Context: an optimization exercise on an open-source flow, tuned for small area. The choices shown serve that exercise and are no tape-out recipe.
Where RTL was checked, it was by simulation tests only, not by an equivalence proof against the original.

==> job 975 <==
==> flow/design.v (excerpt) <==
module processing_element(activation, weight, out, clk, rst);
Settings: LEC_CHECK=0, CAP_MARGIN=0, CORE_MARGIN=2, CORE_UTILIZATION=55, CTS_BUF_LIST=sky130_fd_sc_hd__clkbuf_8, GPL_TIMING_DRIVEN=0, SLEW_MARGIN=0, SYNTH_HIERARCHICAL=1; clock period 6.5 ns.
standard.sh (not shown) runs the stock make flow with config.mk's settings and CLKGATE_MAP_FILE= SYNTH_SCRIPT=/design/flow/synth_recipe.tcl, a recipe that flattens the netlist after the stock synthesis.
==> flow/flow/run.sh <==
#!/bin/bash
# Standard layout; ports buffered with a small buffer, synthesis buffers removed before placement.
set -euo pipefail
export BUFFER_PORTS_ARGS="-buffer_cell sky130_fd_sc_hd__buf_1"
export REMOVE_ABC_BUFFERS=1
export RECOVER_POWER=100
export CTS_ARGS="-sink_clustering_enable -repair_clock_nets -buf_list sky130_fd_sc_hd__clkbuf_8 -dont_use_dummy_load"
bash standard.sh > standard_flow.log 2>&1
==> job 1193 (differences from job 975) <==
--- a/flow/design.v
+++ b/flow/design.v
@@ -682,32 +682,10 @@
 wire P668;
 wire G669;
 wire P670;
 wire G671;
 wire P672;
-wire G673;
-wire P674;
-wire G675;
-wire P676;
-wire G677;
-wire P678;
-wire G679;
-wire P680;
-wire G681;
-wire P682;
-wire G683;
-wire P684;
-wire G685;
-wire P686;
-wire G687;
-wire P688;
-wire G689;
-wire P690;
-wire G691;
-wire P692;
-wire G693;
-wire P694;
 assign one1 = weight[0] ^ 1'b0;
 assign two2 = (weight[1] & ~weight[0] & ~1'b0) | (~weight[1] & weight[0] & 1'b0);
 assign neg3 = weight[1] & ~(weight[0] & 1'b0);
 assign none4 = ~one1;
 assign ntwo5 = ~two2;
@@ -1201,114 +1179,92 @@
 assign P610 = p582 & p580;
 assign G611 = g585 | (p586 & g583);
 assign P612 = p586 & p584;
 assign G613 = g589 | (p590 & g587);
 assign P614 = p590 & p588;
-assign G615 = g547 | (p548 & G591);
-assign P616 = p548 & P592;
-assign G617 = G593 | (P594 & G591);
-assign P618 = P594 & P592;
-assign G619 = g555 | (p556 & G595);
-assign P620 = p556 & P596;
-assign G621 = G597 | (P598 & G595);
-assign P622 = P598 & P596;
-assign G623 = g563 | (p564 & G599);
-assign P624 = p564 & P600;
-assign G625 = G601 | (P602 & G599);
-assign P626 = P602 & P600;
-assign G627 = g571 | (p572 & G603);
-assign P628 = p572 & P604;
-assign G629 = G605 | (P606 & G603);
-assign P630 = P606 & P604;
-assign G631 = g579 | (p580 & G607);
-assign P632 = p580 & P608;
-assign G633 = G609 | (P610 & G607);
-assign P634 = P610 & P608;
-assign G635 = g587 | (p588 & G611);
-assign P636 = p588 & P612;
-assign G637 = G613 | (P614 & G611);
-assign P638 = P614 & P612;
-assign G639 = g551 | (p552 & G617);
-assign P640 = p552 & P618;
-assign G641 = G595 | (P596 & G617);
-assign P642 = P596 & P618;
-assign G643 = G619 | (P620 & G617);
-assign P644 = P620 & P618;
-assign G645 = G621 | (P622 & G617);
-assign P646 = P622 & P618;
-assign G647 = g567 | (p568 & G625);
-assign P648 = p568 & P626;
-assign G649 = G603 | (P604 & G625);
-assign P650 = P604 & P626;
-assign G651 = G627 | (P628 & G625);
-assign P652 = P628 & P626;
-assign G653 = G629 | (P630 & G625);
-assign P654 = P630 & P626;
-assign G655 = g583 | (p584 & G633);
-assign P656 = p584 & P634;
-assign G657 = G611 | (P612 & G633);
-assign P658 = P612 & P634;
-assign G659 = G635 | (P636 & G633);
-assign P660 = P636 & P634;
-assign G661 = G637 | (P638 & G633);
-assign P662 = P638 & P634;
-assign G663 = g559 | (p560 & G645);
-assign P664 = p560 & P646;
-assign G665 = G599 | (P600 & G645);
-assign P666 = P600 & P646;
-assign G667 = G623 | (P624 & G645);
-assign P668 = P624 & P646;
-assign G669 = G625 | (P626 & G645);
-assign P670 = P626 & P646;
-assign G671 = G647 | (P648 & G645);
-assign P672 = P648 & P646;
-assign G673 = G649 | (P650 & G645);
-assign P674 = P650 & P646;
-assign G675 = G651 | (P652 & G645);
-assign P676 = P652 & P646;
-assign G677 = G653 | (P654 & G645);
-assign P678 = P654 & P646;
-assign G679 = g575 | (p576 & G677);
-assign P680 = p576 & P678;
-assign G681 = G607 | (P608 & G677);
-assign P682 = P608 & P678;
-assign G683 = G631 | (P632 & G677);
-assign P684 = P632 & P678;
-assign G685 = G633 | (P634 & G677);
-assign P686 = P634 & P678;
-assign G687 = G655 | (P656 & G677);
-assign P688 = P656 & P678;
-assign G689 = G657 | (P658 & G677);
-assign P690 = P658 & P678;
-assign G691 = G659 | (P660 & G677);
-assign P692 = P660 & P678;
-assign G693 = G661 | (P662 & G677);
-assign P694 = P662 & P678;
+assign G615 = G593 | (P594 & G591);
+assign P616 = P594 & P592;
+assign G617 = G597 | (P598 & G595);
+assign P618 = P598 & P596;
+assign G619 = G601 | (P602 & G599);
+assign P620 = P602 & P600;
+assign G621 = G605 | (P606 & G603);
+assign P622 = P606 & P604;
+assign G623 = G609 | (P610 & G607);
+assign P624 = P610 & P608;
+assign G625 = G613 | (P614 & G611);
+assign P626 = P614 & P612;
+assign G627 = G617 | (P618 & G615);
+assign P628 = P618 & P616;
+assign G629 = G621 | (P622 & G619);
+assign P630 = P622 & P620;
+assign G631 = G625 | (P626 & G623);
+assign P632 = P626 & P624;
+assign G633 = G629 | (P630 & G627);
+assign P634 = P630 & P628;
+assign G635 = G631 | (P632 & G633);
+assign P636 = P632 & P634;
+assign G637 = G619 | (P620 & G627);
+assign P638 = P620 & P628;
+assign G639 = G623 | (P624 & G633);
+assign P640 = P624 & P634;
+assign G641 = G595 | (P596 & G615);
+assign P642 = P596 & P616;
+assign G643 = G599 | (P600 & G627);
+assign P644 = P600 & P628;
+assign G645 = G603 | (P604 & G637);
+assign P646 = P604 & P638;
+assign G647 = G607 | (P608 & G633);
+assign P648 = P608 & P634;
+assign G649 = G611 | (P612 & G639);
+assign P650 = P612 & P640;
+assign G651 = g547 | (p548 & G591);
+assign P652 = p548 & P592;
+assign G653 = g551 | (p552 & G615);
+assign P654 = p552 & P616;
+assign G655 = g555 | (p556 & G641);
+assign P656 = p556 & P642;
+assign G657 = g559 | (p560 & G627);
+assign P658 = p560 & P628;
+assign G659 = g563 | (p564 & G643);
+assign P660 = p564 & P644;
+assign G661 = g567 | (p568 & G637);
+assign P662 = p568 & P638;
+assign G663 = g571 | (p572 & G645);
+assign P664 = p572 & P646;
+assign G665 = g575 | (p576 & G633);
+assign P666 = p576 & P634;
+assign G667 = g579 | (p580 & G647);
+assign P668 = p580 & P648;
+assign G669 = g583 | (p584 & G639);
+assign P670 = p584 & P640;
+assign G671 = g587 | (p588 & G649);
+assign P672 = p588 & P650;
 assign nxt[0] = p544;
 assign nxt[1] = (p546 ^ g543);
 assign nxt[2] = (p548 ^ G591);
-assign nxt[3] = (p550 ^ G615);
-assign nxt[4] = (p552 ^ G617);
-assign nxt[5] = (p554 ^ G639);
+assign nxt[3] = (p550 ^ G651);
+assign nxt[4] = (p552 ^ G615);
+assign nxt[5] = (p554 ^ G653);
 assign nxt[6] = (p556 ^ G641);
-assign nxt[7] = (p558 ^ G643);
-assign nxt[8] = (p560 ^ G645);
-assign nxt[9] = (p562 ^ G663);
-assign nxt[10] = (p564 ^ G665);
-assign nxt[11] = (p566 ^ G667);
-assign nxt[12] = (p568 ^ G669);
-assign nxt[13] = (p570 ^ G671);
-assign nxt[14] = (p572 ^ G673);
-assign nxt[15] = (p574 ^ G675);
-assign nxt[16] = (p576 ^ G677);
-assign nxt[17] = (p578 ^ G679);
-assign nxt[18] = (p580 ^ G681);
-assign nxt[19] = (p582 ^ G683);
-assign nxt[20] = (p584 ^ G685);
-assign nxt[21] = (p586 ^ G687);
-assign nxt[22] = (p588 ^ G689);
-assign nxt[23] = (p590 ^ G691);
+assign nxt[7] = (p558 ^ G655);
+assign nxt[8] = (p560 ^ G627);
+assign nxt[9] = (p562 ^ G657);
+assign nxt[10] = (p564 ^ G643);
+assign nxt[11] = (p566 ^ G659);
+assign nxt[12] = (p568 ^ G637);
+assign nxt[13] = (p570 ^ G661);
+assign nxt[14] = (p572 ^ G645);
+assign nxt[15] = (p574 ^ G663);
+assign nxt[16] = (p576 ^ G633);
+assign nxt[17] = (p578 ^ G665);
+assign nxt[18] = (p580 ^ G647);
+assign nxt[19] = (p582 ^ G667);
+assign nxt[20] = (p584 ^ G639);
+assign nxt[21] = (p586 ^ G669);
+assign nxt[22] = (p588 ^ G649);
+assign nxt[23] = (p590 ^ G671);
 always @(posedge clk) begin
   s_n <= ~nxt;
   d1 <= s_n[FRACTIONAL_BITS+15:FRACTIONAL_BITS];
   d2 <= d1;
   d3 <= d2;
CORE_UTILIZATION = 40   (was 55)
==> job 8600 (differences from job 975) <==
CORE_UTILIZATION = 40   (was 55)
==> job 9394 (differences from job 975) <==
CORE_UTILIZATION = 40   (was 55)
PLACE_DENSITY = 0.7   (was unset)
==> comparison table <==
quantity                                                       job 9394    job 1193     job 975    job 8600
Run status                                     timing/DRC/antenna clean  timing/DRC/antenna clean  timing/DRC/antenna clean  timing/DRC/antenna clean
Critical register-to-register path startpoint                    cnt[4]      cnt[0]      cnt[3]      cnt[4]
X dimension of the die                                           146 um      146 um      125 um      146 um
Area growth from synthesis to layout                              8.13%       12.3%       6.86%       8.13%
Initial drt markers                                                 346         283         334         338
Fmax                                                            163 MHz     161 MHz     161 MHz     161 MHz
Pre-CTS setup slack                                           -0.861 ns    -1.52 ns    -1.03 ns    -1.01 ns
Reg clk slew, reported paths                                    0.10 ns     0.11 ns     0.11 ns     0.11 ns
Vias in the first global route                                     5530        5597        5595        5491
Routed WL                                                       16.2 mm     16.9 mm     17.0 mm     16.8 mm
Number of buffers outside the clock class in the layout              56          76          55          55
Hold slack                                                     0.308 ns    0.309 ns    0.290 ns    0.306 ns
Average cell area after synthesis                             10.7 um^2   10.9 um^2   10.7 um^2   10.7 um^2
Synthesized instance count                                          753         746         753         753
Post-synthesis sequential area ratio                              0.279       0.277       0.279       0.279
Initial standard-cell utilization of the core                     0.411       0.404       0.558       0.411
Function not checked in job 1193: the RTL went through the layout flow alone.

re-timing with driven ports:
In the flow no input, the clock included, has a driving cell. The finished layouts below were timed again as built, in two steps. Step 1 sets driving cells, clkbuf_16 on the clock port and buf_2 on the other inputs (assumed; they add their load-dependent delay and slew). Step 2 moves the port delays by t, midway between the first and last clock arrival at a register: inputs arrive t later, outputs are due t later. That takes back most of the time a late clock gives input paths. Three values: ideal ports, drivers, drivers and shift; two values: the first two.
| run | t, ns | setup slack, ns | worst slew at a driven data input, ns |
|---|---|---|---|
| job 975 | 0.397 | 0.274 / 0.295 / -0.102 | 0.04 |
| job 1193 | 0.377 | 0.296 / 0.298 / -0.079 | 0.04 |
| job 8600 | 0.409 | 0.307 / 0.326 / -0.083 | 0.05 |
| job 9394 | 0.403 | 0.383 / 0.401 / -0.002 | 0.06 |
With both steps, setup timing fails in every run listed, where it was met with ideal ports. For job 8600, which loses most, drivers alone change the setup slack by +0.019 ns; drivers and shift together by -0.390 ns.
